From an optimization exercise on the open Yosys and OpenROAD flow, aimed at small area; shortcuts taken in it are not production practice. In this exercise RTL edits were held to simulation tests only and were not proved equivalent to the original. No activity file was given, so power comes from the tool's default toggle rates.

==> design.v <==
`timescale 1ns / 1ps
module charROM(
    input [4:0] code,
    input [2:0] col,
    output reg [7:0] data
);
    always @(*) begin
        case ({code, col})
            8'd10: data = 8'h08;
            8'd11: data = 8'h08;
            8'd12: data = 8'h08;
            8'd13: data = 8'h08;
            8'd14: data = 8'h08;
            8'd18: data = 8'h22;
            8'd19: data = 8'h14;
            8'd20: data = 8'h14;
            8'd21: data = 8'h08;
            8'd26: data = 8'h08;
            8'd27: data = 8'h14;
            8'd28: data = 8'h14;
            8'd29: data = 8'h22;
            8'd33: data = 8'h40;
            8'd34: data = 8'h7c;
            8'd35: data = 8'h4a;
            8'd36: data = 8'h09;
            8'd37: data = 8'h4a;
            8'd38: data = 8'h7c;
            8'd39: data = 8'h40;
            8'd41: data = 8'h1c;
            8'd42: data = 8'h22;
            8'd43: data = 8'h41;
            8'd44: data = 8'h41;
            8'd45: data = 8'h41;
            8'd46: data = 8'h7f;
            8'd47: data = 8'h41;
            8'd49: data = 8'h63;
            8'd50: data = 8'h41;
            8'd51: data = 8'h5d;
            8'd52: data = 8'h49;
            8'd53: data = 8'h49;
            8'd54: data = 8'h7f;
            8'd55: data = 8'h41;
            8'd57: data = 8'h03;
            8'd58: data = 8'h01;
            8'd59: data = 8'h1d;
            8'd60: data = 8'h09;
            8'd61: data = 8'h49;
            8'd62: data = 8'h7f;
            8'd63: data = 8'h41;
            8'd65: data = 8'h08;
            8'd66: data = 8'h3a;
            8'd67: data = 8'h49;
            8'd68: data = 8'h49;
            8'd69: data = 8'h41;
            8'd70: data = 8'h22;
            8'd71: data = 8'h1c;
            8'd73: data = 8'h41;
            8'd74: data = 8'h7f;
            8'd75: data = 8'h08;
            8'd76: data = 8'h08;
            8'd77: data = 8'h08;
            8'd78: data = 8'h7f;
            8'd79: data = 8'h41;
            8'd82: data = 8'h41;
            8'd83: data = 8'h41;
            8'd84: data = 8'h7f;
            8'd85: data = 8'h41;
            8'd86: data = 8'h41;
            8'd89: data = 8'h60;
            8'd90: data = 8'h40;
            8'd91: data = 8'h40;
            8'd92: data = 8'h40;
            8'd93: data = 8'h41;
            8'd94: data = 8'h7f;
            8'd95: data = 8'h41;
            8'd97: data = 8'h01;
            8'd98: data = 8'h7f;
            8'd99: data = 8'h11;
            8'd100: data = 8'h0c;
            8'd101: data = 8'h42;
            8'd102: data = 8'h7f;
            8'd103: data = 8'h41;
            8'd105: data = 8'h1c;
            8'd106: data = 8'h22;
            8'd107: data = 8'h41;
            8'd108: data = 8'h41;
            8'd109: data = 8'h41;
            8'd110: data = 8'h22;
            8'd111: data = 8'h1c;
            8'd113: data = 8'h06;
            8'd114: data = 8'h09;
            8'd115: data = 8'h09;
            8'd116: data = 8'h09;
            8'd117: data = 8'h49;
            8'd118: data = 8'h7f;
            8'd119: data = 8'h41;
            8'd121: data = 8'h46;
            8'd122: data = 8'h69;
            8'd123: data = 8'h19;
            8'd124: data = 8'h09;
            8'd125: data = 8'h09;
            8'd126: data = 8'h7f;
            8'd127: data = 8'h41;
            8'd129: data = 8'h03;
            8'd130: data = 8'h01;
            8'd131: data = 8'h41;
            8'd132: data = 8'h7f;
            8'd133: data = 8'h41;
            8'd134: data = 8'h01;
            8'd135: data = 8'h03;
            8'd137: data = 8'h01;
            8'd138: data = 8'h3f;
            8'd139: data = 8'h41;
            8'd140: data = 8'h40;
            8'd141: data = 8'h41;
            8'd142: data = 8'h3f;
            8'd143: data = 8'h01;
            8'd145: data = 8'h01;
            8'd146: data = 8'h1f;
            8'd147: data = 8'h61;
            8'd148: data = 8'h14;
            8'd149: data = 8'h61;
            8'd150: data = 8'h1f;
            8'd151: data = 8'h01;
            8'd153: data = 8'h04;
            8'd154: data = 8'h02;
            8'd155: data = 8'h01;
            8'd156: data = 8'h01;
            8'd157: data = 8'h02;
            8'd158: data = 8'h04;
            8'd161: data = 8'h02;
            8'd162: data = 8'h0e;
            8'd163: data = 8'h32;
            8'd164: data = 8'h40;
            8'd165: data = 8'h32;
            8'd166: data = 8'h0e;
            8'd167: data = 8'h02;
            8'd172: data = 8'h7f;
            default: data = 8'h00;
        endcase
    end
endmodule
module msgROM(
    input [2:0] sel,
    input [5:0] pos,
    output reg [4:0] code
);
    always @(*) begin
        case ({sel, pos})
            9'd127: code = 5'd1;
            9'd126: code = 5'd1;
            9'd125: code = 5'd1;
            9'd124: code = 5'd1;
            9'd123: code = 5'd1;
            9'd122: code = 5'd1;
            9'd121: code = 5'd1;
            9'd120: code = 5'd1;
            9'd119: code = 5'd1;
            9'd118: code = 5'd1;
            9'd117: code = 5'd1;
            9'd116: code = 5'd1;
            9'd115: code = 5'd1;
            9'd114: code = 5'd1;
            9'd113: code = 5'd1;
            9'd112: code = 5'd1;
            9'd111: code = 5'd1;
            9'd110: code = 5'd1;
            9'd109: code = 5'd1;
            9'd108: code = 5'd1;
            9'd107: code = 5'd1;
            9'd106: code = 5'd7;
            9'd105: code = 5'd11;
            9'd104: code = 5'd4;
            9'd103: code = 5'd16;
            9'd102: code = 5'd1;
            9'd101: code = 5'd1;
            9'd100: code = 5'd1;
            9'd99: code = 5'd1;
            9'd98: code = 5'd1;
            9'd97: code = 5'd1;
            9'd96: code = 5'd1;
            9'd95: code = 5'd1;
            9'd94: code = 5'd1;
            9'd93: code = 5'd1;
            9'd92: code = 5'd1;
            9'd91: code = 5'd1;
            9'd90: code = 5'd1;
            9'd89: code = 5'd1;
            9'd88: code = 5'd1;
            9'd87: code = 5'd1;
            9'd86: code = 5'd1;
            9'd85: code = 5'd1;
            9'd84: code = 5'd1;
            9'd83: code = 5'd1;
            9'd82: code = 5'd1;
            9'd81: code = 5'd1;
            9'd80: code = 5'd1;
            9'd79: code = 5'd1;
            9'd78: code = 5'd1;
            9'd77: code = 5'd1;
            9'd76: code = 5'd1;
            9'd75: code = 5'd1;
            9'd74: code = 5'd1;
            9'd73: code = 5'd1;
            9'd72: code = 5'd1;
            9'd71: code = 5'd1;
            9'd70: code = 5'd1;
            9'd69: code = 5'd1;
            9'd68: code = 5'd1;
            9'd67: code = 5'd1;
            9'd66: code = 5'd1;
            9'd65: code = 5'd1;
            9'd64: code = 5'd1;
            9'd133: code = 5'd17;
            9'd132: code = 5'd12;
            9'd131: code = 5'd7;
            9'd130: code = 5'd11;
            9'd129: code = 5'd4;
            9'd128: code = 5'd16;
            9'd248: code = 5'd19;
            9'd232: code = 5'd21;
            9'd216: code = 5'd21;
            9'd200: code = 5'd17;
            9'd199: code = 5'd14;
            9'd312: code = 5'd21;
            9'd296: code = 5'd21;
            9'd280: code = 5'd20;
            9'd265: code = 5'd5;
            9'd264: code = 5'd13;
            9'd263: code = 5'd18;
            9'd262: code = 5'd12;
            9'd361: code = 5'd1;
            9'd360: code = 5'd1;
            9'd359: code = 5'd1;
            9'd358: code = 5'd1;
            9'd357: code = 5'd3;
            9'd329: code = 5'd15;
            9'd328: code = 5'd10;
            9'd327: code = 5'd8;
            9'd326: code = 5'd9;
            9'd325: code = 5'd16;
            9'd425: code = 5'd2;
            9'd424: code = 5'd1;
            9'd423: code = 5'd1;
            9'd422: code = 5'd1;
            9'd421: code = 5'd1;
            9'd393: code = 5'd11;
            9'd392: code = 5'd6;
            9'd391: code = 5'd7;
            9'd390: code = 5'd16;
            default: code = 5'd0;
        endcase
    end
endmodule
`timescale 1ns / 1ps
module delayGen(
    input clock,
    input reset,
    input delayEn,
    output reg delayDone
    );
    always @(posedge clock)
    begin
        if(reset)
            delayDone <= 1'b0;
        else
            delayDone <= delayEn;
    end
endmodule
`timescale 1ns / 1ps
module spiControl(
    input  clock,
    input  reset,
    input  p5,               
    input [7:0] data_in,
    input  load_data,
    output done_send,
    output     spi_clock,
    output reg spi_data
);
reg [2:0] dataCount;
reg [1:0] state;
reg clock_10;
localparam IDLE = 2'd0,
           SEND = 2'd1,
           DONE0 = 2'd2,
           DONE1 = 2'd3;
wire CE = (state == DONE0) | ((state == SEND) & (dataCount != 3'd0));
assign done_send = (state == DONE1);
assign spi_clock = CE ? clock_10 : 1'b1;
always @(posedge clock)
begin
    if(reset)
        clock_10 <= 0;
    else if(p5)
        clock_10 <= ~clock_10;
end
wire clock_10_fall = p5 & clock_10;
always @(posedge clock)
begin
    if(reset)
    begin
        state <= IDLE;
        spi_data <= 1'b1;
    end
    else if(clock_10_fall)
    begin
        case(state)
            IDLE:begin
                if(load_data)
                    state <= SEND;
                dataCount <= 0;
            end
            SEND:begin
                spi_data <= data_in[3'd7 - dataCount];
                dataCount <= dataCount + 1;
                if(dataCount == 7)
                    state <= DONE0;
            end
            default:begin
                state <= load_data ? DONE1 : IDLE;
            end
        endcase
    end
end
endmodule
`timescale 1ns / 1ps
module oledControl(
    input clock,
    input reset,
    input p5,
    output wire oled_spi_clk,
    output wire oled_spi_data,
    output wire oled_vdd,
    output wire oled_vbat,
    output wire oled_reset_n,
    output reg  oled_dc_n,
    input [4:0] charCode,
    input       sendDataValid,
    input       updateString,
    input [16:0] timer,
    output reg  sendDone
    );
    localparam [4:0] IDLE = 5'd0,
                     INIT = 5'd1,
                     RESET = 5'd2,
                     CHARG_PUMP = 5'd3,
                     CHARG_PUMP1 = 5'd4,
                     PRE_CHARG = 5'd5,
                     PRE_CHARG1 = 5'd6,
                     VBAT_ON = 5'd7,
                     CONTRAST = 5'd8,
                     CONTRAST1 = 5'd9,
                     SEG_REMAP = 5'd10,
                     SCAN_DIR = 5'd11,
                     COM_PIN = 5'd12,
                     COM_PIN1 = 5'd13,
                     DISPLAY_ON = 5'd14,
                     PAGE_ADDR = 5'd15,
                     PAGE_ADDR1 = 5'd16,
                     PAGE_ADDR2 = 5'd17,
                     COLUMN_ADDR = 5'd18,
                     DONE = 5'd19,
                     SEND_DATA = 5'd20;
    localparam [16:0] D1 = 17'b01000111000001001,   
                      D2 = 17'b11101110011110010,   
                      D3 = 17'b11001010111101000,   
                      D4 = 17'b00001101100110000;   
    reg [4:0] cmd;
    reg pend;
    reg spiLoadData;
    reg [1:0] currPage;
    reg [4:0] charCount;         
    wire col128 = charCount[4];
    reg [2:0] byteCounter;       
    wire spiDone;
    wire [7:0] fontByte;
    wire isDelay = (cmd == INIT) | (cmd == RESET) | (cmd == CHARG_PUMP) | (cmd == CONTRAST);
    wire delayEnd = (cmd == INIT       & (timer == D1)) |
                    (cmd == RESET      & (timer == D2)) |
                    (cmd == CHARG_PUMP & (timer == D3)) |
                    (cmd == CONTRAST   & (timer == D4));
    wire sending = ~(cmd == IDLE | cmd == RESET | cmd == VBAT_ON | cmd == DONE);
    reg [7:0] spiData;
    always @(*) begin
        case (cmd)
            INIT:        spiData = 8'hAE;
            CHARG_PUMP:  spiData = 8'h8D;
            CHARG_PUMP1: spiData = 8'h14;
            PRE_CHARG:   spiData = 8'hD9;
            PRE_CHARG1:  spiData = 8'hF1;
            CONTRAST:    spiData = 8'h81;
            CONTRAST1:   spiData = 8'hFF;
            SEG_REMAP:   spiData = 8'hA0;
            SCAN_DIR:    spiData = 8'hC0;
            COM_PIN:     spiData = 8'hDA;
            DISPLAY_ON:  spiData = 8'hAF;
            PAGE_ADDR:   spiData = 8'h22;
            PAGE_ADDR1:  spiData = {6'd0, currPage};
            PAGE_ADDR2:  spiData = {6'd0, currPage};
            COLUMN_ADDR: spiData = 8'h10;
            SEND_DATA:   spiData = fontByte;
            default:     spiData = 8'h00;
        endcase
    end
    assign oled_vdd = (cmd == IDLE);
    assign oled_vbat = (cmd < CONTRAST);
    assign oled_reset_n = (cmd != RESET);
    always @(posedge clock)
    begin
        if(reset)
        begin
            cmd <= IDLE;
            pend <= 1'b0;
            oled_dc_n <= 1'b1;
            spiLoadData <= 1'b0;
            currPage <= 0;
            sendDone <= 0;
            charCount <= 0;
        end
        else if(pend)
        begin
            if(isDelay ? delayEnd : !spiDone)
                pend <= 1'b0;
        end
        else if(cmd == DONE)
        begin
            sendDone <= 1'b0;
            if (updateString) begin
                charCount <= 0;
                currPage <= 0;
                cmd <= PAGE_ADDR;
            end
            if(sendDataValid & !col128 & !sendDone)
            begin
                cmd <= SEND_DATA;
                byteCounter <= 3'd7;
            end
            else if(sendDataValid & col128 & !sendDone)
            begin
                cmd <= PAGE_ADDR;
                charCount <= 0;
                byteCounter <= 3'd7;
            end
        end
        else if(!sending)
        begin
            if(cmd == IDLE)
                oled_dc_n <= 1'b0;
            cmd <= cmd + 5'd1;
            pend <= 1'b1;
        end
        else
        begin
            spiLoadData <= 1'b1;
            if(cmd == PAGE_ADDR | cmd == PAGE_ADDR1 | cmd == PAGE_ADDR2)
                oled_dc_n <= 1'b0;
            if(cmd == SEND_DATA)
                oled_dc_n <= 1'b1;
            if(spiDone)
            begin
                spiLoadData <= 1'b0;
                pend <= 1'b1;
                if(cmd == PAGE_ADDR1)
                    currPage <= currPage + 1;
                if(cmd != SEND_DATA)
                    cmd <= cmd + 5'd1;
                else if(byteCounter != 3'd0)
                    byteCounter <= byteCounter - 3'd1;
                else
                begin
                    cmd <= DONE;
                    sendDone <= 1'b1;
                    charCount <= charCount + 5'd1;
                end
            end
        end
    end
    spiControl SC(
        .clock(clock),
        .reset(reset),
        .p5(p5),
        .data_in(spiData),
        .load_data(spiLoadData),
        .done_send(spiDone),
        .spi_clock(oled_spi_clk),
        .spi_data(oled_spi_data)
    );
    charROM CR(
        .code(charCode),
        .col(byteCounter),
        .data(fontByte)
    );
endmodule
`timescale 1ns / 1ps
module main_control (
    input wire clk,
    input wire reset,
    input wire bit_en,
    input wire [3:0] bit_q,
    input wire [1:0] bit_axis,
    input wire b,
    input wire latch,
    output reg [2:0] direction
);
    localparam [2:0] X_GT = 3'd1, X_LT = 3'd2, Y_GT = 3'd3, Y_LT = 3'd4, Z_GT = 3'd5, Z_LT = 3'd6;
    reg t, e, d;
    reg found;
    reg k;
    always @(*) begin
        case (bit_q[2:0])
            3'd1, 3'd2, 3'd3: k = t;
            3'd4:             k = ~t;
            3'd5:             k = 1'b1;
            default:          k = 1'b0;
        endcase
    end
    wire gt = ~t & (~e | (b & d));
    wire lt =  t & (~e | (~b & d));
    reg [2:0] res;
    always @(*) begin
        case (bit_axis)
            2'd1:    res = gt ? Z_GT : Z_LT;
            2'd2:    res = gt ? Y_GT : Y_LT;
            default: res = gt ? X_GT : X_LT;
        endcase
    end
    wire first = (bit_axis == 2'd1) & (bit_q == 4'd0);
    always @(posedge clk) begin
        if (bit_en & (first | ~found)) begin
            if (bit_q == 4'd0) begin
                t <= b; e <= 1'b1; d <= 1'b0;
                found <= 1'b0;
            end else if (!bit_q[3]) begin
                e <= e & (b == k);
                d <= d | (e & (b != k) & (b == t));
            end else if (bit_q == 4'd9) begin
                t <= b;
                d <= d & (b ^ t);
                e <= 1'b1;
            end else if (bit_q != 4'd8 && bit_q != 4'd15) begin
                e <= e & (b == t);
            end else if (bit_q == 4'd15) begin
                if (gt | lt) begin
                    {t, e, d} <= res;
                    found <= 1'b1;
                end
            end
        end
    end
    always @(posedge clk) begin
        if (reset)
            direction <= 3'd0;
        else if (latch)
            direction <= found ? {t, e, d} : 3'd0;
    end
endmodule
`timescale 1ns / 1ps
module spi_master(
    input iclk,
    input reset,
    input tick,
    input tick0,
    input miso,
    output sclk,
    output reg mosi,
    output reg cs,
    output bit_en,           
    output [3:0] bit_q,      
    output [1:0] bit_axis,   
    output latch             
    );
    localparam [23:0] wseq = 24'h0A2D02;
    localparam [15:0] rseq = 16'h0B0E;
    reg [13:0] n;
    wire [11:0] s = n[13:2];
    wire [1:0] u = n[1:0];
    wire rd = s[11];
    wire [10:0] r = s[10:0];
    wire r_lo = rd & (r[10:6] == 5'd0);             
    wire slot_end = tick & (u == 2'd3);
    wire slot_bit = tick & (u == 2'd0);             
    wire [4:0] k = s[4:0] + 5'd1;                   
    always @(posedge iclk) begin
        if (reset) begin
            n <= {12'd422, 2'd2};
            cs <= 1'b1;
            mosi <= 1'b0;
        end else begin
            if (tick)
                n <= (slot_end & rd & (r == 11'd1064)) ? {12'd2048, 2'd0} : n + 14'd1;
            if (slot_end & (s == 12'd1022))
                cs <= 1'b0;
            if (slot_bit & rd & (r == 11'd0))
                cs <= 1'b0;
            if (slot_end & ((s == 12'd1046) | (rd & (r == 11'd63))))
                cs <= 1'b1;
            if (slot_bit) begin
                if (s == 12'd1023)
                    mosi <= wseq[23];
                else if (s[11:5] == 7'b0100000 && s[4:0] <= 5'd22)
                    mosi <= wseq[5'd23 - k];
                else if (r_lo && r[5:4] == 2'd0)
                    mosi <= rseq[4'd15 - r[3:0]];
                else
                    mosi <= 1'b0;
            end
        end
    end
    assign sclk = ~cs & u[1];
    assign bit_en = slot_end & r_lo & (r[5:4] != 2'd0);
    assign bit_q = r[3:0];
    assign bit_axis = r[5:4];
    assign latch = tick0 & (u == 2'd2) & rd & (r == 11'd64);
endmodule
`timescale 1ns / 1ps
module iclk_gen (
    input CLK100MHZ,
    input reset,
    output p5,
    output clk_4MHz_en,
    output tick0
);
    reg [2:0] lo, hi;
    assign p5 = (lo == 3'd4);
    always @(posedge CLK100MHZ) begin
        if (reset | p5)
            lo <= 3'd0;
        else
            lo <= lo + 3'd1;
    end
    always @(posedge CLK100MHZ) begin
        if (reset | clk_4MHz_en)
            hi <= 3'd0;
        else if (p5)
            hi <= hi + 3'd1;
    end
    assign clk_4MHz_en = p5 & (hi == 3'd4);
    assign tick0 = (lo == 3'd0) & (hi == 3'd0);
endmodule
`timescale 1ns / 1ps
module top_final (
    input CLK100MHZ,
    input reset,
    input ACL_MISO,
    output ACL_MOSI,
    output ACL_SCLK,
    output ACL_CSN,
    output oled_spi_clk,
    output oled_spi_data,
    output oled_vdd,
    output oled_vbat,
    output oled_reset_n,
    output oled_dc_n
);
    wire clk_4MHz_en, tick0, p5;
    iclk_gen clock_generation (
        .CLK100MHZ(CLK100MHZ),
        .reset(reset),
        .p5(p5),
        .clk_4MHz_en(clk_4MHz_en),
        .tick0(tick0)
    );
    wire bit_en, latch;
    wire [3:0] bit_q;
    wire [1:0] bit_axis;
    spi_master master (
        .iclk(CLK100MHZ),
        .reset(reset),
        .tick(clk_4MHz_en),
        .tick0(tick0),
        .miso(ACL_MISO),
        .sclk(ACL_SCLK),
        .mosi(ACL_MOSI),
        .cs(ACL_CSN),
        .bit_en(bit_en),
        .bit_q(bit_q),
        .bit_axis(bit_axis),
        .latch(latch)
    );
    wire [2:0] direction;
    main_control main_control_inst (
        .clk(CLK100MHZ),
        .reset(reset),
        .bit_en(bit_en),
        .bit_q(bit_q),
        .bit_axis(bit_axis),
        .b(ACL_MISO),
        .latch(latch),
        .direction(direction)
    );
    localparam [16:0] T_REFRESH = 17'b01010100011010111;     
    reg [16:0] timer;
    reg updateString;
    reg [2:0] message;           
    wire refresh = (timer == T_REFRESH);
    always @(posedge CLK100MHZ) begin
        if (reset | refresh)
            timer <= 17'd0;
        else
            timer <= {timer[15:0], ~(timer[16] ^ timer[13])};
    end
    always @(posedge CLK100MHZ) begin
        if (reset) begin
            updateString <= 1'b0;
            message <= 3'd0;
        end else begin
            updateString <= refresh;
            if (refresh)
                message <= direction;
        end
    end
    localparam [1:0] IDLE = 2'd0, SEND = 2'd1, DONE = 2'd2;
    reg [1:0] state;
    reg [5:0] byteCounter;
    reg [2:0] sendSel;
    wire sendDone;
    wire sendDataValid = (state == SEND);
    always @(posedge CLK100MHZ) begin
        if (reset) begin
            state <= IDLE;
            byteCounter <= 6'd63;
        end else begin
            case (state)
                IDLE: if (!sendDone) begin
                    sendSel <= message;
                    state <= SEND;
                end
                SEND: if (sendDone) begin
                    byteCounter <= byteCounter - 6'd1;    
                    state <= (byteCounter != 6'd0) ? IDLE : DONE;
                end
                default: if (updateString)
                    state <= IDLE;
            endcase
        end
    end
    wire [4:0] charCode;
    msgROM message_rom (
        .sel(sendSel),
        .pos(byteCounter),
        .code(charCode)
    );
    oledControl oled_control_inst (
        .clock(CLK100MHZ),
        .reset(reset),
        .p5(p5),
        .oled_spi_clk(oled_spi_clk),
        .oled_spi_data(oled_spi_data),
        .oled_vdd(oled_vdd),
        .oled_vbat(oled_vbat),
        .oled_reset_n(oled_reset_n),
        .oled_dc_n(oled_dc_n),
        .charCode(charCode),
        .sendDataValid(sendDataValid),
        .updateString(updateString),
        .timer(timer),
        .sendDone(sendDone)
    );
endmodule
==> flow/run.sh <==
#!/bin/bash
# Layout flow: the standard synthesis, then its combinational logic mapped
# again for area (registers, their names and cells untouched), then the standard flow's
# standard layout from floorplan to finish.
set -euo pipefail
WORK=$(pwd)
F=$WORK/flow
R=$WORK/orfs/results/$FLOW_PLATFORM/top_final/base
LIB=$FLOW_HOME/platforms/$FLOW_PLATFORM/lib/sky130_fd_sc_hd__tt_025C_1v80.lib

# 1. standard synthesis
bash standard.sh synth > synth_standard.log 2>&1

# 2. remap the combinational logic
cp $R/1_2_yosys.v $WORK/standard_1_2_yosys.v
python3 $F/mkmap.py $LIB $WORK/combmap.v > mkmap.log 2>&1
DU=$(sed -n '/^export DONT_USE_CELLS/,/^$/p' $FLOW_HOME/platforms/$FLOW_PLATFORM/config.mk \
     | grep -o 'sky130_fd_sc_hd__[a-z0-9_]*' | sort -u | sed 's/^/-dont_use /' | tr '\n' ' ')
# ABC's deepsyn is randomised: map with a few seeds at once, keep the smallest.
SEEDS="1 2 3 4"
for S in $SEEDS; do
  sed "s/@SEED@/$S/" $F/area.abc.in > $WORK/area_$S.abc
  cat > $WORK/remap_$S.ys <<EOT
read_liberty -lib $LIB
read_verilog $WORK/standard_1_2_yosys.v
hierarchy -top $FLOW_TOP
techmap -map $WORK/combmap.v
techmap
opt -fast
opt -purge
abc -liberty $LIB $DU -script $WORK/area_$S.abc
opt_clean -purge
hilomap -singleton -hicell sky130_fd_sc_hd__conb_1 HI -locell sky130_fd_sc_hd__conb_1 LO
insbuf -buf sky130_fd_sc_hd__buf_4 A X
opt_clean -purge
tee -o $WORK/remap_stat_$S.txt stat -liberty $LIB
check -assert -mapped
write_verilog -noattr -nohex -nodec $WORK/remap_1_2_yosys_$S.v
EOT
  yosys -s $WORK/remap_$S.ys > remap_$S.log 2>&1 &
done
wait
BEST=""; BESTA=""
for S in $SEEDS; do
  [ -s $WORK/remap_1_2_yosys_$S.v ] || continue
  A=$(grep "Chip area for module" $WORK/remap_stat_$S.txt | grep -o "[0-9.]*$")
  if [ -z "$BEST" ] || awk "BEGIN{exit !($A < $BESTA)}"; then BEST=$S; BESTA=$A; fi
done
echo "seed $BEST area $BESTA" > remap_choice.log
cp $WORK/remap_1_2_yosys_$BEST.v $WORK/remap_1_2_yosys.v
cp $WORK/remap_1_2_yosys.v $R/1_2_yosys.v
rm -f $R/1_synth.odb

# 3. standard layout from the remapped netlist; the port buffers are buf_1
export BUFFER_PORTS_ARGS="-buffer_cell sky130_fd_sc_hd__buf_1"
# clock tree of clkbuf_8, without the dummy loads CTS adds to balance leaves
export CTS_ARGS="-repair_clock_nets -buf_list sky130_fd_sc_hd__clkbuf_8 -dont_use_dummy_load"
bash standard.sh finish > layout_standard.log 2>&1
==> flow/area.abc.in <==
strash
&get -n
&deepsyn -T 120 -S @SEED@
&put
strash
&get -n
&dch -f
&nf -p -R 1000
&put
mfs3 -a
==> flow/mkmap.py <==
#!/usr/bin/env python3
"""Write a Yosys techmap file that turns each combinational sky130 cell back into logic,
from the liberty 'function' of each output pin.  Sequential cells are left out."""
import re, sys
lib = open(sys.argv[1]).read()
out = open(sys.argv[2], 'w')
# split into cells
cells = re.split(r'\n\s*cell\s*\(\s*"?([A-Za-z0-9_]+)"?\s*\)\s*\{', lib)
n = 0
for i in range(1, len(cells), 2):
    name, body = cells[i], cells[i + 1]
    if re.search(r'\b(ff|latch|statetable)\s*\(', body):
        continue
    pins = re.findall(r'pin\s*\(\s*"?([A-Za-z0-9_]+)"?\s*\)\s*\{(.*?)\n\s{8}\}', body, re.S)
    ins, outs = [], []
    for pn, pb in pins:
        d = re.search(r'direction\s*:\s*"?(\w+)"?', pb)
        if not d: continue
        if d.group(1) == 'input': ins.append(pn)
        elif d.group(1) == 'output':
            f = re.search(r'function\s*:\s*"([^"]*)"', pb)
            if not f: break
            outs.append((pn, f.group(1)))
    else:
        if not outs: continue
        def conv(f):
            f = f.replace('!', '~').replace('+', '|').replace('*', '&').replace('^', '^')
            # implicit AND: "A B" -> "A&B"
            f = re.sub(r'([A-Za-z0-9_\)])\s+(?=[A-Za-z0-9_~\(])', r'\1&', f)
            return f
        out.write('module %s(%s);\n' % (name, ', '.join(ins + [o for o, _ in outs])))
        for p in ins: out.write('  input %s;\n' % p)
        for o, f in outs: out.write('  output %s;\n  assign %s = %s;\n' % (o, o, conv(f)))
        out.write('endmodule\n')
        n += 1
print(n, 'cells')
==> standard.sh <==
#!/bin/bash
# synth_recipe.tcl (not shown) runs the flow's synth.tcl, then flattens the netlist and writes it again
# the make line also repeats each setting of config.mk as NAME=value (left out here)
make -C /OpenROAD-flow-scripts/flow DESIGN_CONFIG=/design/flow/config.mk WORK_HOME=/design/flow/orfs CLKGATE_MAP_FILE= SYNTH_SCRIPT=/design/flow/synth_recipe.tcl "${@:-finish}"
==> config.mk <==
export PLATFORM = sky130hd
export DESIGN_NAME = top_final
export DESIGN_NICKNAME = top_final
export VERILOG_FILES = /design/flow/design.v
export SDC_FILE = /design/flow/constraint.sdc
export NUM_CORES = 4
export LEC_CHECK = 0
export ABC_AREA = 1
export CAP_MARGIN = 20
export CORE_MARGIN = 2
export CORE_UTILIZATION = 30
export PLACE_DENSITY = 0.5
export SLEW_MARGIN = 20
export SYNTH_MEMORY_MAX_BITS = 16384
==> constraint.sdc <==
create_clock -name core_clock -period 10.0 [get_ports {CLK100MHZ}]
set_input_delay 2.0000 -clock core_clock [delete_from_list [all_inputs] [get_ports {CLK100MHZ}]]
set_output_delay 2.0000 -clock core_clock [all_outputs]
set_load 0.01 [all_outputs]
==> results of run 1 <==
==> cell type report <==
type | count | area [um^2] | area share (%)
clock buffers | 9 | 123.9 | 2.292
inverters | 20 | 75.07 | 1.389
well taps | 216 | 270.3 | 5.000
multi-input cells | 546 | 3008 | 55.65
flip-flops and latches | 87 | 1872 | 34.63
repair buffers | 13 | 56.30 | 1.042
==> registers in the layout, summed over array words and instances, names as in the netlist, 2 cells and up <==
name / flops
oled_control_inst.charCount: 5
oled_control_inst.SC.state: 2
timer: 17
byteCounter: 6
sendSel: 3
state: 2
oled_control_inst.SC.dataCount: 3
clock_generation.hi: 3
main_control_inst.direction: 3
oled_control_inst.byteCounter: 3
master.n: 14
oled_control_inst.currPage: 2
oled_control_inst.cmd: 5
message: 3
clock_generation.lo: 3
==> worst paths after layout <==
check / slack (ns) / startpoint / to
hold / removal: 0.44 / message[1] / sendSel[1]
setup / recovery: 2.34 / byteCounter[4] / oled_control_inst.SC.spi_data
hold reg to reg: 0.44 / message[1] / sendSel[1]
setup reg to reg: 2.34 / byteCounter[4] / oled_control_inst.SC.spi_data
==> per-layer routing <==
layer | vias to the layer above | part of all wire, %
li1 | 2452 | -
met1 | 2355 | 45
met2 | 190 | 46
met3 | 46 | 4.9
met4 | 0 | 4.2
met5 | - | 0
==> critical path, delay by kind of cell, from the launching register on <==
| family | cells | cell delay [ns] |
|---|---|---|
| xor gates and xnor gates | 1 | 0.15 |
| DFF | 1 | 0.44 |
| AOI/OAI and AO/OA | 18 | 3.40 |
| buffers and inverters | 2 | 0.38 |
| and+or+nand+nor | 15 | 3.21 |
==> per-stage QoR <==
stage	power [W]	instances	setup slack [ns]
after floorplan	0.0004787	653	3.901
final	0.0007097	891	2.344
after global routing	0.0007526	891	1.526
after CTS	0.0007178	891	2.512
after detailed placement	0.0005209	882	2.532
after global placement	0.0005198	882	2.519
==> where the power goes <==
part	total, W	switching (W)	internal (W)
combinational	0.000119	0.0000763	0.0000423
sequential	0.000395	0.0000287	0.000367
clock	0.000196	0.000115	0.0000808
==> flow_metrics.env, run 1 <==
export IMPL_critPathMaxFanout=9
export IMPL_path_common_cell="a21oi_1"
export IMPL_drive_gt1_share_pct=1.630
export IMPL_cap_violations=0
export IMPL_relSlewSlack_pct=44.71
export IMPL_slew_viol_final=0
export IMPL_final_util_pct=33.78
export IMPL_ant_nets=0
export IMPL_cp_start_kind="register"
export IMPL_netlist_instances=653
export IMPL_track_usage_pct=16.87
export IMPL_initial_core_util_pct=30.97
export IMPL_grt_max_degree=35
export IMPL_peakVddDrop_uv=56.06
export IMPL_io_buffers=11
export IMPL_drc=0
export IMPL_worstPathArrival_ns=7.92
export IMPL_wl_um=14730
export IMPL_met2_usage_pct=27.03
export IMPL_cts_resized=0
export IMPL_rows=46
export IMPL_avgSynthCellArea_um2=7.588
export IMPL_drtPass1Iterations=5
export IMPL_cp_required_ns=10.27
export IMPL_final_cell_mix="nor2_1, nand2_1, dfxtp_1, a21oi_1, o21ai_0"
export IMPL_cts_buffer_depth=2
export IMPL_finClkSkew_ns=0.03072
export IMPL_cpMaxStageDelayCell="dfxtp_1"
export IMPL_core_um2=16000
export IMPL_h_tree_depth=3
export IMPL_grt_pass1_wl_um=24020
export IMPL_worst_pin_slew_ns=0.8262
export IMPL_clkTransAtPathRegs_ns=0.08
export IMPL_place_detailed_hpwl_um=10960
export IMPL_fp_dieW_um=132.5
export IMPL_rsz0062_at_grt="no"
export IMPL_cts_tree="done"
export IMPL_ios=12
export IMPL_crit_type="reg -> reg"
export IMPL_layout_commonest_cell="nor2_1"
export IMPL_fin_tns_setup_ns=0
export IMPL_antenna_found_initial=0
export IMPL_antenna_cells=0
export IMPL_hold_worst_slack_ns=0.4367
export IMPL_cts_sinks=87
export IMPL_r2r_cells=36
export IMPL_p_leak_nw=1.822
export IMPL_fillers=1751
export IMPL_drt_iter0_drc=526
export IMPL_post_route_min_period_ns=7.656
export IMPL_root_buffer="clkbuf_8"
export IMPL_status="finished clean"
export IMPL_finalHoldViolCount=0
export IMPL_nets=680
export IMPL_met1_usage_pct=21.14
export IMPL_power_density_nw_per_um2=131.3
export IMPL_grt_overflow=0
export IMPL_synth_nets=656
export IMPL_gp_congestion=0.9028
export IMPL_vias_per_cell=5.660
export IMPL_wl_per_cell_um=16.53
export IMPL_min_path_type="reg -> reg"
export IMPL_placed_area_um2=5281
export IMPL_holdPathStages=0
export IMPL_cts_buffers=9
export IMPL_syn_to_final_growth_pct=9.091
export IMPL_vias=5043
export IMPL_grt_pass1_vias=4666
export IMPL_setup_viol=0
export IMPL_grt_use_met3_pct=3.180
export IMPL_finalCritPeriodShare_pct=76.56
export IMPL_fin_area_um2=5405
export IMPL_synth_area_um2=4955
export IMPL_cts_setup_buffers=0
export IMPL_crit_path_end_kind="register"
export IMPL_clock_fmax_mhz=130.6
export IMPL_dieArea_um2=17560
export IMPL_clk_latency_ns=0.37
export IMPL_fp_dieH_um=132.5
export IMPL_ctsHoldBuffers=0
export IMPL_cp_slowest_stage_delay_ns=0.44
export IMPL_top_usage_layer="met2"
export IMPL_yosysWarnings=8
==> inputs of run 2 (changes only) <==
--- a/flow/run.sh
+++ b/flow/run.sh
@@ -54,5 +54,5 @@
 # 3. standard layout from the remapped netlist; the port buffers are buf_1
 export BUFFER_PORTS_ARGS="-buffer_cell sky130_fd_sc_hd__buf_1"
 # clock tree of clkbuf_8, without the dummy loads CTS adds to balance leaves
-export CTS_ARGS="-repair_clock_nets -buf_list sky130_fd_sc_hd__clkbuf_8 -dont_use_dummy_load"
+export CTS_ARGS="-sink_clustering_enable -repair_clock_nets -buf_list sky130_fd_sc_hd__clkbuf_8 -dont_use_dummy_load"
 bash standard.sh finish > layout_standard.log 2>&1
==> flow_metrics.env, run 2 <==
export IMPL_clkTransAtPathRegs_ns=0.08
export IMPL_critPathMaxFanout=12
export IMPL_path_common_cell="a31oi_1"
export IMPL_worst_pin_slew_ns=0.9244
export IMPL_vias=4944
export IMPL_ant_nets=0
export IMPL_finalCritPeriodShare_pct=72.83
export IMPL_place_detailed_hpwl_um=10570
export IMPL_gp_congestion=0.9197
export IMPL_hold_worst_slack_ns=0.4438
export IMPL_finalHoldViolCount=0
export IMPL_cp_required_ns=10.27
export IMPL_fillers=1698
export IMPL_drtPass1Iterations=5
export IMPL_io_buffers=11
export IMPL_wl_per_cell_um=16.34
export IMPL_dieArea_um2=17370
export IMPL_crit_family="compound AO/OA/AOI/OAI gates"
export IMPL_ios=12
export IMPL_final_cell_mix="nand2_1, dfxtp_1, nor2_1, o21ai_0, a21oi_1"
export IMPL_multiInputGateArea_um2=2949
export IMPL_grt_overflow=0
export IMPL_h_tree_depth=3
export IMPL_finClkSkew_ns=0.03918
export IMPL_netlist_instances=638
export IMPL_peakVddDrop_uv=81.01
export IMPL_largest_register="timer"
export IMPL_slew_viol_final=0
export IMPL_root_buffer="clkbuf_8"
export IMPL_rsz0062_at_grt="no"
export IMPL_min_path_type="reg -> reg"
export IMPL_final_util_pct=33.56
export IMPL_p_leak_nw=1.756
export IMPL_grt_pass1_vias=4610
export IMPL_cts_buffer_depth=2
export IMPL_synth_area_um2=4900
export IMPL_ff_latch_area_um2=1872
export IMPL_yosysWarnings=8
export IMPL_avgSynthCellArea_um2=7.680
export IMPL_post_route_min_period_ns=7.283
export IMPL_cts_resized=0
export IMPL_largest_reg_flops=17
export IMPL_syn_to_final_growth_pct=9.193
export IMPL_antenna_found_initial=0
export IMPL_drc=0
export IMPL_cp_start_kind="register"
export IMPL_status="finished clean"
export IMPL_nets=665
export IMPL_cts_sinks=87
export IMPL_crit_path_end_kind="register"
export IMPL_crit_buf_inv=0
export IMPL_fp_dieW_um=131.8
export IMPL_cap_violations=0
export IMPL_wl_um=14310
export IMPL_clock_fmax_mhz=137.3
export IMPL_synth_nets=641
export IMPL_grt_max_degree=30
export IMPL_cpMaxStageDelayCell="a21oi_1"
export IMPL_initial_core_util_pct=30.73
export IMPL_clk_latency_ns=0.38
export IMPL_core_um2=15940
export IMPL_cts_setup_buffers=0
export IMPL_fin_tns_setup_ns=0
export IMPL_drive_gt1_share_pct=1.667
export IMPL_rows=46
export IMPL_power_density_nw_per_um2=144.2
export IMPL_grt_pass1_wl_um=23340
export IMPL_crit_type="reg -> reg"
export IMPL_antenna_cells=0
export IMPL_cp_slowest_stage_delay_ns=0.59
export IMPL_layout_commonest_cell="nand2_1"
export IMPL_drt_iter0_drc=521
export IMPL_ctsHoldBuffers=0
export IMPL_reg_top3="timer x17, master.n x14, byteCounter x6"
export IMPL_fp_dieH_um=131.8
export IMPL_cts_tree="done"
export IMPL_vias_per_cell=5.644
export IMPL_worstPathArrival_ns=7.56
export IMPL_track_usage_pct=16.46
export IMPL_cts_buffers=9
export IMPL_relSlewSlack_pct=38.14
export IMPL_setup_viol=0
[run 2: layout make-up]
cell class | count | area share, %
clock buffer | 9 | 2.315
inverter | 21 | 1.473
sequential | 87 | 34.99
tap | 216 | 5.051
timing repair buffer | 13 | 1.052
multi-input combinational | 530 | 55.12
[run 2: where the power goes]
part	leakage, nW	internal [W]	switching, W
clock network	0.0647	0.0000806	0.000111
registers	0.723	0.000372	0.0000373
logic	0.968	0.0000578	0.000112
[run 2: metrics by stage]
step	worst slack [ns]	power (W)	cell area, um^2	cells
floorplan	4.626	0.0005248	4900	638
global placement	2.747	0.0005910	5226	867
detailed placement	3.010	0.0005826	5226	867
CTS	2.961	0.0007771	5350	876
global route	2.129	0.0008164	5350	876
finish	2.717	0.0007717	5350	876
[run 2: path summary, 6_finish.rpt]
| path | start | cells after the start | slack, ns | to |
|---|---|---|---|---|
| max | byteCounter[4] | 31 | 2.72 | oled_control_inst.SC.spi_data |
| min | message[2] | 0 | 0.44 | sendSel[2] |
| min reg2reg | message[2] | 0 | 0.44 | sendSel[2] |
| max reg2reg | byteCounter[4] | 31 | 2.72 | oled_control_inst.SC.spi_data |
[run 2: per-layer routing]
layer / part of all wire, % / routed length (um) / up-vias / track usage [%]
met2: 46 / 6587 / 185 / 26.41
li1: - / - / 2428 / -
met4: 2.7 / 386 / 0 / 7.850
met3: 5.5 / 783 / 39 / 3.114
met5: 0 / 0 / - / 0
met1: 46 / 6552 / 2292 / 21.39
==> inputs of run 3 (changes only) <==
--- a/design.v
+++ b/design.v
@@ -563,8 +563,8 @@
     input tick0,
     input miso,
     output sclk,
-    output reg mosi,
-    output reg cs,
+    output reg mosi,      
+    output cs,
     output bit_en,           
     output [3:0] bit_q,      
     output [1:0] bit_axis,   
@@ -578,40 +578,30 @@
     wire rd = s[11];
     wire [10:0] r = s[10:0];
     wire r_lo = rd & (r[10:6] == 5'd0);             
-    wire slot_end = tick & (u == 2'd3);
-    wire slot_bit = tick & (u == 2'd0);             
+    wire slot_end = tick & (u == 2'd2);
     wire [4:0] k = s[4:0] + 5'd1;                   
     always @(posedge iclk) begin
-        if (reset) begin
-            n <= {12'd422, 2'd2};
-            cs <= 1'b1;
-            mosi <= 1'b0;
-        end else begin
-            if (tick)
-                n <= (slot_end & rd & (r == 11'd1064)) ? {12'd2048, 2'd0} : n + 14'd1;
-            if (slot_end & (s == 12'd1022))
-                cs <= 1'b0;
-            if (slot_bit & rd & (r == 11'd0))
-                cs <= 1'b0;
-            if (slot_end & ((s == 12'd1046) | (rd & (r == 11'd63))))
-                cs <= 1'b1;
-            if (slot_bit) begin
-                if (s == 12'd1023)
-                    mosi <= wseq[23];
-                else if (s[11:5] == 7'b0100000 && s[4:0] <= 5'd22)
-                    mosi <= wseq[5'd23 - k];
-                else if (r_lo && r[5:4] == 2'd0)
-                    mosi <= rseq[4'd15 - r[3:0]];
-                else
-                    mosi <= 1'b0;
-            end
-        end
+        if (reset)
+            n <= {12'd422, 2'd1};
+        else if (tick)
+            n <= (slot_end & rd & (r == 11'd1064)) ? 14'd8191 : n + 14'd1;
     end
-    assign sclk = ~cs & u[1];
+    always @(*) begin
+        if (s == 12'd1023)
+            mosi = wseq[23];
+        else if (s[11:5] == 7'b0100000 && s[4:0] <= 5'd22)
+            mosi = wseq[5'd23 - k];
+        else if (r_lo && r[5:4] == 2'd0)
+            mosi = rseq[4'd15 - r[3:0]];
+        else
+            mosi = 1'b0;
+    end
+    assign cs = ~(((n >= 14'd4091) & (n <= 14'd4186)) | (rd & (n[12:8] == 5'd0) & (n[7:0] != 8'd255)));
+    assign sclk = ~cs & (n[1] ^ n[0]);
     assign bit_en = slot_end & r_lo & (r[5:4] != 2'd0);
     assign bit_q = r[3:0];
     assign bit_axis = r[5:4];
-    assign latch = tick0 & (u == 2'd2) & rd & (r == 11'd64);
+    assign latch = tick0 & (u == 2'd1) & rd & (r == 11'd64);
 endmodule
 `timescale 1ns / 1ps
 module iclk_gen (
==> flow/area.abc.in (replaced) <==
strash
&get -n
&deepsyn -T 300 -S @SEED@
&put
strash
&get -n
&dch -f
&nf -p -R 1000
&put
mfs3 -a
==> flow_metrics.env, run 3 <==
export IMPL_fillers=1689
export IMPL_fp_dieW_um=131.2
export IMPL_synth_nets=625
export IMPL_reg2reg_to="oled_control_inst.SC.spi_data"
export IMPL_multiInputGateArea_um2=2959
export IMPL_antenna_cells=0
export IMPL_p_switching_w=0.0001978
export IMPL_setup_viol=0
export IMPL_ant_nets=0
export IMPL_cp_required_ns=10.25
export IMPL_r2r_cells=39
export IMPL_antenna_found_initial=0
export IMPL_largest_reg_flops=17
export IMPL_cp_start_kind="register"
export IMPL_cts_tree="done"
export IMPL_peakVddDrop_uv=61.66
export IMPL_dieArea_um2=17200
export IMPL_grt_max_degree=50
export IMPL_layout_commonest_cell="dfxtp_1"
export IMPL_initial_core_util_pct=30.65
export IMPL_grt_overflow=0
export IMPL_crit_path_end_kind="register"
export IMPL_whs_endpoint="sendSel[0]"
export IMPL_cts_setup_buffers=0
export IMPL_comb_power_share_pct=15.1
export IMPL_netlist_instances=622
export IMPL_ctsHoldBuffers=0
export IMPL_worstPathArrival_ns=8.69
export IMPL_cts_buffers=9
export IMPL_track_usage_pct=16.35
export IMPL_intPower_w=0.0004734
export IMPL_ios=12
export IMPL_clk_latency_ns=0.38
export IMPL_largest_register="timer"
export IMPL_seq_power_share_pct=56.5
export IMPL_ff_latch_area_um2=1832
export IMPL_post_route_min_period_ns=8.441
export IMPL_cap_violations=0
export IMPL_critPathMaxFanout=11
export IMPL_total_power_w=0.0006712
export IMPL_finClkSkew_ns=0.01819
export IMPL_clock_fmax_mhz=118.5
export IMPL_final_cell_mix="dfxtp_1, nor2_1, nand2_1, a21oi_1, o21ai_0"
export IMPL_finalCritPeriodShare_pct=84.41
export IMPL_p_sw_share_pct=29.47
export IMPL_r2r_slack_ns=1.56
export IMPL_fp_dieH_um=131.2
export IMPL_clkPwrFrac_pct=28.4
export IMPL_slew_viol_final=0
export IMPL_cts_resized=0
export IMPL_status="finished clean"
export IMPL_cp_slowest_stage_delay_ns=0.64
export IMPL_worst_pin_slew_ns=1.053
export IMPL_p_leak_nw=1.707
export IMPL_nets=649
export IMPL_power_density_nw_per_um2=126.6
export IMPL_drt_iter0_drc=570
export IMPL_min_path_type="reg -> reg"
export IMPL_synth_area_um2=4851
export IMPL_wl_um=14080
export IMPL_vias=4871
export IMPL_vias_per_cell=5.664
export IMPL_syn_to_final_growth_pct=9.311
export IMPL_wl_per_cell_um=16.37
export IMPL_grt_pass1_vias=4592
export IMPL_cts_sinks=85
export IMPL_grt_pass1_wl_um=23030
export IMPL_drc=0
export IMPL_gp_congestion=0.9134
export IMPL_cts_buffer_depth=2
export IMPL_core_um2=15830
export IMPL_finalHoldViolCount=0
export IMPL_holdPathStages=0
export IMPL_cpMaxStageDelayCell="a211oi_1"
export IMPL_avgSynthCellArea_um2=7.799
export IMPL_r2r_start="byteCounter[2]"
export IMPL_root_buffer="clkbuf_8"
export IMPL_min_from="message[0]"
export IMPL_drtPass1Iterations=5
export IMPL_rows=46
export IMPL_reg_top3="timer x17, master.n x14, byteCounter x6"
export IMPL_relSlewSlack_pct=27.97
export IMPL_clkTransAtPathRegs_ns=0.07
export IMPL_io_buffers=11
export IMPL_h_tree_depth=3
export IMPL_place_detailed_hpwl_um=10510
export IMPL_fin_tns_setup_ns=0
export IMPL_path_common_cell="a21oi_1"
export IMPL_yosysWarnings=8
export IMPL_rsz0062_at_grt="no"
export IMPL_drive_gt1_share_pct=1.863
export IMPL_crit_type="reg -> reg"
==> run 3: critical path, delay by kind of cell, from the launching register on <==
kind                   cells  cell delay (ns)
flip-flops                 1             0.49
AO/OA/AOI/OAI             21             4.79
AND/OR/NAND/NOR           15             2.57
buffers and inverters      2             0.31
multiplexers               1             0.16
==> run 3: worst max path at each step <==
stage	start	end	depth (start not counted)
after CTS	byteCounter[2]	oled_control_inst.SC.spi_data	39
after global routing	byteCounter[2]	oled_control_inst.SC.spi_data	39
after floorplan	byteCounter[2]	oled_control_inst.SC.spi_data	39
after global placement	byteCounter[2]	oled_control_inst.SC.spi_data	39
final	byteCounter[2]	oled_control_inst.SC.spi_data	39
after detailed placement	byteCounter[2]	oled_control_inst.SC.spi_data	39
==> run 3: power by group through the flow <==
stage / Clock, W / Sequential, W / Combinational, W
after floorplan: 0 / 0.000381 / 0.0000706
after global placement: 0 / 0.000387 / 0.000101
after detailed placement: 0 / 0.000387 / 0.000101
after CTS: 0.000198 / 0.000379 / 0.000102
after global routing: 0.000212 / 0.000382 / 0.000114
final: 0.000191 / 0.000379 / 0.000101
==> run 3: metrics by stage <==
stage,utilization [%],instances,worst slack [ns],instance area [um^2],hold slack [ns]
final,33.50,860,1.559,5303,0.4541
after global routing,33.50,860,0.8395,5303,0.4687
after CTS,33.50,860,1.738,5303,0.4599
after detailed placement,32.72,851,1.790,5179,0.4423
after global placement,32.72,851,1.723,5179,0.4270
after floorplan,-,622,3.262,4851,0.4086
==> run 3: layout make-up <==
class,instances,area share (%)
inverters,16,1.133
clock buffers,9,2.336
multi-input cells,521,55.80
repair buffers,13,1.085
flip-flops and latches,85,34.54
well taps,216,5.097
==> run 3: metal layers <==
metal	up-vias	global-route usage, %	wire [um]
li1	2366	-	-
met1	2264	18.94	5802
met2	196	28.98	7118
met3	45	3.472	665
met4	0	7.307	488
met5	-	0	0
==> inputs of run 4 (changes only) <==
--- a/design.v
+++ b/design.v
@@ -278,7 +278,7 @@
     output     spi_clock,
     output reg spi_data
 );
-reg [2:0] dataCount;
+reg [2:0] dataCount;      
 reg [1:0] state;
 reg clock_10;
 localparam IDLE = 2'd0,
@@ -301,6 +301,7 @@
     if(reset)
     begin
         state <= IDLE;
+        dataCount <= 0;
         spi_data <= 1'b1;
     end
     else if(clock_10_fall)
@@ -309,7 +310,6 @@
             IDLE:begin
                 if(load_data)
                     state <= SEND;
-                dataCount <= 0;
             end
             SEND:begin
                 spi_data <= data_in[3'd7 - dataCount];
@@ -417,6 +417,7 @@
             currPage <= 0;
             sendDone <= 0;
             charCount <= 0;
+            byteCounter <= 3'd7;
         end
         else if(pend)
         begin
@@ -434,13 +435,11 @@
             if(sendDataValid & !col128 & !sendDone)
             begin
                 cmd <= SEND_DATA;
-                byteCounter <= 3'd7;
             end
             else if(sendDataValid & col128 & !sendDone)
             begin
                 cmd <= PAGE_ADDR;
                 charCount <= 0;
-                byteCounter <= 3'd7;
             end
         end
         else if(!sending)
@@ -463,11 +462,11 @@
                 pend <= 1'b1;
                 if(cmd == PAGE_ADDR1)
                     currPage <= currPage + 1;
+                if(cmd == SEND_DATA)
+                    byteCounter <= byteCounter - 3'd1;
                 if(cmd != SEND_DATA)
                     cmd <= cmd + 5'd1;
-                else if(byteCounter != 3'd0)
-                    byteCounter <= byteCounter - 3'd1;
-                else
+                else if(byteCounter == 3'd0)
                 begin
                     cmd <= DONE;
                     sendDone <= 1'b1;
--- a/flow/run.sh
+++ b/flow/run.sh
@@ -17,9 +17,16 @@
 DU=$(sed -n '/^export DONT_USE_CELLS/,/^$/p' $FLOW_HOME/platforms/$FLOW_PLATFORM/config.mk \
      | grep -o 'sky130_fd_sc_hd__[a-z0-9_]*' | sort -u | sed 's/^/-dont_use /' | tr '\n' ' ')
 # ABC's deepsyn is randomised: map with a few seeds at once, keep the smallest.
-SEEDS="1 2 3 4"
+# Runs 1-3 end with mfs3 (which can fail on some netlists), run 4 does not,
+# run 5 is a plain deterministic script as a fallback.
+SEEDS="1 2 3 4 5"
 for S in $SEEDS; do
-  sed "s/@SEED@/$S/" $F/area.abc.in > $WORK/area_$S.abc
+  case $S in
+    4) T=$F/area_nomfs.abc.in ;;
+    5) T=$F/basic.abc.in ;;
+    *) T=$F/area_mfs.abc.in ;;
+  esac
+  sed "s/@SEED@/$S/" $T > $WORK/area_$S.abc
   cat > $WORK/remap_$S.ys <<EOT
 read_liberty -lib $LIB
 read_verilog $WORK/standard_1_2_yosys.v
==> flow/area_mfs.abc.in (new file) <==
strash
&get -n
&deepsyn -T 300 -S @SEED@
&put
strash
&get -n
&dch -f
&nf -p -R 1000
&put
mfs3 -a
==> flow/area_nomfs.abc.in (new file) <==
strash
&get -n
&deepsyn -T 300 -S @SEED@
&put
strash
&get -n
&dch -f
&nf -p -R 1000
&put
==> flow/basic.abc.in (new file) <==
strash
dc2
balance -l; resub -K 6 -l; rewrite -l; resub -K 6 -N 2 -l; refactor -l; resub -K 8 -l; balance -l; resub -K 8 -N 2 -l; rewrite -l; resub -K 10 -l; rewrite -z -l; resub -K 10 -N 2 -l; balance -l; resub -K 12 -l; refactor -z -l; resub -K 12 -N 2 -l; rewrite -z -l; balance -l
balance -l; resub -K 6 -l; rewrite -l; resub -K 6 -N 2 -l; refactor -l; resub -K 8 -l; balance -l; resub -K 8 -N 2 -l; rewrite -l; resub -K 10 -l; rewrite -z -l; resub -K 10 -N 2 -l; balance -l; resub -K 12 -l; refactor -z -l; resub -K 12 -N 2 -l; rewrite -z -l; balance -l
strash
&get -n
&dch -f
&nf -R 1000
&put
removed: flow/area.abc.in
==> flow_metrics.env, run 4 <==
export IMPL_hold_worst_slack_ns=0.4286
export IMPL_r2r_cells=32
export IMPL_path_common_cell="o21ai_0"
export IMPL_synth_area_um2=4863
export IMPL_gp_congestion=0.9406
export IMPL_critPathMaxFanout=11
export IMPL_avgSynthCellArea_um2=7.695
export IMPL_core_um2=15890
export IMPL_finalHoldViolCount=0
export IMPL_rows=46
export IMPL_cts_setup_buffers=0
export IMPL_largest_reg_flops=17
export IMPL_antenna_cells=0
export IMPL_root_buffer="clkbuf_8"
export IMPL_drc=0
export IMPL_wl_um=14490
export IMPL_seq_power_share_pct=57.1
export IMPL_fin_tns_setup_ns=0
export IMPL_place_detailed_hpwl_um=10900
export IMPL_slew_viol_final=0
export IMPL_reg2reg_to="oled_control_inst.SC.spi_data"
export IMPL_crit_buf_inv=3
export IMPL_grt_pass1_wl_um=23490
export IMPL_worstPathArrival_ns=7.89
export IMPL_vias_per_cell=5.672
export IMPL_cts_resized=0
export IMPL_ant_nets=0
export IMPL_p_switching_w=0.0001951
export IMPL_synth_nets=635
export IMPL_crit_path_end_kind="register"
export IMPL_cp_start_kind="register"
export IMPL_clkPwrFrac_pct=28.0
export IMPL_p_leak_nw=1.722
export IMPL_grt_overflow=0
export IMPL_ios=12
export IMPL_r2r_slack_ns=2.35
export IMPL_layout_commonest_cell="dfxtp_1"
export IMPL_drtPass1Iterations=5
export IMPL_peakVddDrop_uv=66.10
export IMPL_fp_dieW_um=131.3
export IMPL_crit_type="reg -> reg"
export IMPL_cp_slowest_stage_delay_ns=0.62
export IMPL_setup_slack_ns=2.346
export IMPL_power_density_nw_per_um2=126.1
export IMPL_r2r_start="byteCounter[2]"
export IMPL_h_tree_depth=3
export IMPL_cts_sinks=85
export IMPL_grt_max_degree=52
export IMPL_finalCritPeriodShare_pct=76.54
export IMPL_dieArea_um2=17250
export IMPL_final_util_pct=33.55
export IMPL_cts_tree="done"
export IMPL_min_from="timer[15]"
export IMPL_grt_pass1_vias=4532
export IMPL_antenna_found_initial=0
export IMPL_clk_latency_ns=0.37
export IMPL_crit_family="compound AO/OA/AOI/OAI gates"
export IMPL_track_usage_pct=16.66
export IMPL_netlist_instances=632
export IMPL_vias=4940
export IMPL_clkTransAtPathRegs_ns=0.10
export IMPL_finClkSkew_ns=0.04240
export IMPL_comb_power_share_pct=14.9
export IMPL_p_sw_share_pct=29.05
export IMPL_largest_register="timer"
export IMPL_status="finished clean"
export IMPL_syn_to_final_growth_pct=9.570
export IMPL_post_route_min_period_ns=7.654
export IMPL_holdPathStages=2
export IMPL_setup_viol=0
export IMPL_final_cell_mix="dfxtp_1, nor2_1, a21oi_1, nand2_1, o21ai_0"
export IMPL_reg_top3="timer x17, master.n x14, byteCounter x6"
export IMPL_cp_required_ns=10.23
export IMPL_cts_buffer_depth=2
export IMPL_min_path_type="reg -> reg"
export IMPL_io_buffers=11
export IMPL_pre_cts_slack_ns=2.477
export IMPL_worst_pin_slew_ns=0.8791
export IMPL_yosysWarnings=8
export IMPL_cpMaxStageDelayCell="a21boi_0"
export IMPL_initial_core_util_pct=30.62
export IMPL_drt_iter0_drc=421
export IMPL_nets=660
export IMPL_clock_fmax_mhz=130.6
export IMPL_whs_endpoint="timer[16]"
export IMPL_drive_gt1_share_pct=2.137
export IMPL_fillers=1737
export IMPL_fp_dieH_um=131.3
export IMPL_rsz0062_at_grt="no"
export IMPL_ctsHoldBuffers=0
export IMPL_intPower_w=0.0004766
export IMPL_cts_buffers=9
export IMPL_relSlewSlack_pct=40.85
export IMPL_wl_per_cell_um=16.63
export IMPL_cap_violations=0
==> run 4: through the flow <==
step                      std cells   power, W  cell area, um^2
after floorplan                 632  0.0004500             4863
after global placement          862  0.0004916             5205
after detailed placement        862  0.0004917             5205
after CTS                       871  0.0006784             5329
after global routing            871  0.0007079             5329
final                           871  0.0006718             5329
==> run 4: cell type report <==
cell class	instances	area, um^2	share of cell area, %
Timing Repair Buffer	14	65.06	1.221
Sequential cell	85	1772	33.25
Clock buffer	9	123.9	2.324
Multi-Input combinational cell	529	3030	56.87
Tap cell	216	270.3	5.072
Inverter	18	67.56	1.268
==> run 4: power groups by stage <==
stage | logic [W] | registers, W | clock network [W]
4_1_cts | 0.000101 | 0.000384 | 0.000194
3_3_place_gp | 0.0000998 | 0.000392 | 0
3_5_place_dp | 0.0000998 | 0.000392 | 0
2_1_floorplan | 0.0000675 | 0.000382 | 0
6_report | 0.000100 | 0.000384 | 0.000188
5_1_grt | 0.000114 | 0.000386 | 0.000208
==> run 4: worst min-delay path, cell delays in order (launching register included) <==
cell      delay [ns]
dfxtp_1         0.33
clkinv_1        0.05
nor3_1          0.04
==> run 4: worst max-delay path by stage <==
stage	startpoint	to	slack, ns	depth (start not counted)
global route	byteCounter[2]	oled_control_inst.SC.spi_data	1.34	31
global placement	byteCounter[2]	oled_control_inst.SC.spi_data	2.61	31
floorplan	byteCounter[2]	oled_control_inst.SC.spi_data	3.31	31
CTS	byteCounter[2]	oled_control_inst.SC.spi_data	2.43	32
finish	byteCounter[2]	oled_control_inst.SC.spi_data	2.35	32
detailed placement	byteCounter[2]	oled_control_inst.SC.spi_data	2.48	32
==> run 4: per-layer routing <==
metal | global-route usage, % | share of wire (%) | vias up
met5 | 0 | 0 | -
met1 | 20.28 | 44 | 2296
li1 | - | - | 2427
met4 | 9.179 | 3.6 | 0
met2 | 27.43 | 47 | 174
met3 | 3.588 | 5.6 | 43
==> inputs of run 5 (changes only) <==
==> flow/area_mfs.abc.in (replaced) <==
strash
&get -n
&deepsyn -T 600 -S @SEED@
&put
strash
&get -n
&dch -f
&nf -p -R 1000
&put
mfs3 -a
==> flow/area_nomfs.abc.in (replaced) <==
strash
&get -n
&deepsyn -T 600 -S @SEED@
&put
strash
&get -n
&dch -f
&nf -p -R 1000
&put
==> flow_metrics.env, run 5 <==
export IMPL_finalCritPeriodShare_pct=65.95
export IMPL_root_buffer="clkbuf_8"
export IMPL_rsz0062_at_grt="no"
export IMPL_post_route_min_period_ns=6.595
export IMPL_nets=649
export IMPL_clk_latency_ns=0.36
export IMPL_netlist_instances=621
export IMPL_grt_overflow=0
export IMPL_drt_iter0_drc=439
export IMPL_ff_latch_area_um2=1772
export IMPL_seq_power_share_pct=56.7
export IMPL_cts_resized=0
export IMPL_wl_um=13480
export IMPL_grt_pass1_vias=4465
export IMPL_fillers=1667
export IMPL_synth_nets=624
export IMPL_largest_register="timer"
export IMPL_drc=0
export IMPL_r2r_start="sendSel[0]"
export IMPL_finalHoldViolCount=0
export IMPL_antenna_cells=0
export IMPL_cp_start_kind="register"
export IMPL_reg_top3="timer x17, master.n x14, byteCounter x6"
export IMPL_setup_viol=0
export IMPL_syn_to_final_growth_pct=9.658
export IMPL_hold_worst_slack_ns=0.4586
export IMPL_cap_violations=0
export IMPL_min_from="clock_generation.lo[0]"
export IMPL_rows=46
export IMPL_finClkSkew_ns=0.02300
export IMPL_multiInputGateArea_um2=2923
export IMPL_peakVddDrop_uv=71.03
export IMPL_fp_dieH_um=129.9
export IMPL_worstPathArrival_ns=6.84
export IMPL_crit_path_end_kind="register"
export IMPL_ant_nets=0
export IMPL_drtPass1Iterations=5
export IMPL_power_density_nw_per_um2=128.6
export IMPL_clock_fmax_mhz=151.6
export IMPL_cpMaxStageDelayCell="edfxtp_1"
export IMPL_worst_pin_slew_ns=0.7776
export IMPL_cts_sinks=85
export IMPL_gp_congestion=0.9404
export IMPL_dieArea_um2=16870
export IMPL_vias_per_cell=5.637
export IMPL_yosysWarnings=8
export IMPL_fin_tns_setup_ns=0
export IMPL_p_sw_share_pct=29.32
export IMPL_fp_dieW_um=129.9
export IMPL_relSlewSlack_pct=47.97
export IMPL_comb_power_share_pct=14.8
export IMPL_final_cell_mix="dfxtp_1, nor2_1, nand2_1, a21oi_1, o21ai_0"
export IMPL_core_um2=15710
export IMPL_drive_gt1_share_pct=2.019
export IMPL_crit_type="reg -> reg"
export IMPL_cts_buffer_depth=2
export IMPL_h_tree_depth=3
export IMPL_antenna_found_initial=0
export IMPL_min_path_type="reg -> reg"
export IMPL_p_switching_w=0.0001966
export IMPL_wl_per_cell_um=15.67
export IMPL_synth_area_um2=4755
export IMPL_status="finished clean"
export IMPL_initial_core_util_pct=30.26
export IMPL_vias=4848
export IMPL_avgSynthCellArea_um2=7.656
export IMPL_cp_slowest_stage_delay_ns=0.63
export IMPL_largest_reg_flops=17
export IMPL_grt_pass1_wl_um=22070
export IMPL_layout_commonest_cell="dfxtp_1"
export IMPL_cp_required_ns=10.25
export IMPL_ios=12
export IMPL_cts_buffers=9
export IMPL_grt_max_degree=53
export IMPL_intPower_w=0.0004739
export IMPL_track_usage_pct=16.31
export IMPL_clkPwrFrac_pct=28.6
export IMPL_crit_start="sendSel[0]"
export IMPL_ctsHoldBuffers=0
export IMPL_slew_viol_final=0
export IMPL_io_buffers=11
export IMPL_clkTransAtPathRegs_ns=0.08
export IMPL_critPathMaxFanout=13
export IMPL_p_leak_nw=1.649
export IMPL_cts_tree="done"
export IMPL_cts_setup_buffers=0
export IMPL_place_detailed_hpwl_um=10040
[run 5: cell count changes in the layout (fill, tap and decap cells not counted), moves of 5 or more]
cell	change
and3_1	-6
a21oi_1	-12
nand2b_1	-5
nand2_1	+10
o21a_1	-5
nor3_1	+5
[run 5: layout make-up]
type                            count  area share (%)
Clock buffer                        9           2.376
Inverter                           16           1.152
Multi-Input combinational cell    520           56.06
Sequential cell                    85           33.98
Tap cell                          216           5.184
Timing Repair Buffer               14           1.248
[run 5: metrics by stage]
stage	instance area (um^2)	worst slack [ns]	instances	total power (W)	util, %
2_1_floorplan	4755	4.487	621	0.0004523	-
3_3_place_gp	5090	3.576	851	0.0004847	32.39
3_5_place_dp	5090	3.550	851	0.0004858	32.39
4_1_cts	5214	3.526	860	0.0006800	33.18
5_1_grt	5214	2.734	860	0.0007077	33.18
6_report	5214	3.405	860	0.0006705	33.18
[run 5: power by group through the flow]
stage | clock network (W) | logic (W) | registers (W)
2_1_floorplan | 0 | 0.0000723 | 0.000380
3_3_place_gp | 0 | 0.0000978 | 0.000387
6_report | 0.000192 | 0.0000990 | 0.000380
3_5_place_dp | 0 | 0.0000989 | 0.000387
4_1_cts | 0.000201 | 0.0000995 | 0.000379
5_1_grt | 0.000213 | 0.000112 | 0.000383
[run 5: metal layers]
metal  up-vias  wire length [um]  part of all wire [%]  global-route usage (%)
met4         0               521                   3.9                   8.223
met1      2283              6283                    47                   20.85
met2       152              6126                    45                   26.52
met5         -                 0                     0                       0
met3        39               544                   4.0                   2.829
li1       2374                 -                     -                       -
[run 5: final timing paths]
path         cells after the start                       endpoint  slack, ns
max                             32  oled_control_inst.SC.spi_data       3.41
min                              1         clock_generation.lo[0]       0.46
max reg2reg                     32  oled_control_inst.SC.spi_data       3.41
min reg2reg                      1         clock_generation.lo[0]       0.46
[run 5: worst max-delay path, delay by kind of cell (launching register included)]
| family | cells | cell delay, ns |
|---|---|---|
| AND/OR/NAND/NOR | 15 | 2.33 |
| flip-flops | 1 | 0.63 |
| AO/OA/AOI/OAI | 16 | 3.30 |
| buffers and inverters | 1 | 0.23 |

[port drivers added, routing unchanged]
Ports are ideal in the flow. The routed layouts listed here were re-timed in OpenROAD. Step 1 (the two cells are an assumption about what drives the block):
set clk [get_ports {CLK100MHZ}]
set_driving_cell -lib_cell sky130_fd_sc_hd__clkbuf_16 $clk
set_driving_cell -lib_cell sky130_fd_sc_hd__buf_2 [delete_from_list [all_inputs] $clk]
Step 2 adds t to the input delays and takes it off the output delays; t is the mean of the earliest and latest rising clock arrival at the registers after step 1. Input paths then give back, and output paths get back, about the clock's delay inside the block. Slacks: ideal / step 1 / step 2; pairs: ideal / step 1.
run | shift t [ns] | slack for setup (ns) | worst setup path after step 2 | worst register clock-pin slew, ns | worst data-port slew with drivers (ns)
run 1 | 0.388 | 2.344 / 2.344 / 2.344 | register to register | 0.10 / 0.10 | 0.03
run 2 | 0.400 | 2.717 / 2.717 / 2.717 | register to register | 0.11 / 0.11 | 0.03
run 3 | 0.399 | 1.559 / 1.559 / 1.559 | register to register | 0.09 / 0.09 | 0.03
run 4 | 0.384 | 2.346 / 2.346 / 2.346 | register to register | 0.10 / 0.10 | 0.04
run 5 | 0.383 | 3.405 / 3.405 / 3.405 | register to register | 0.08 / 0.08 | 0.03
After both steps setup and hold are still met in every run listed.
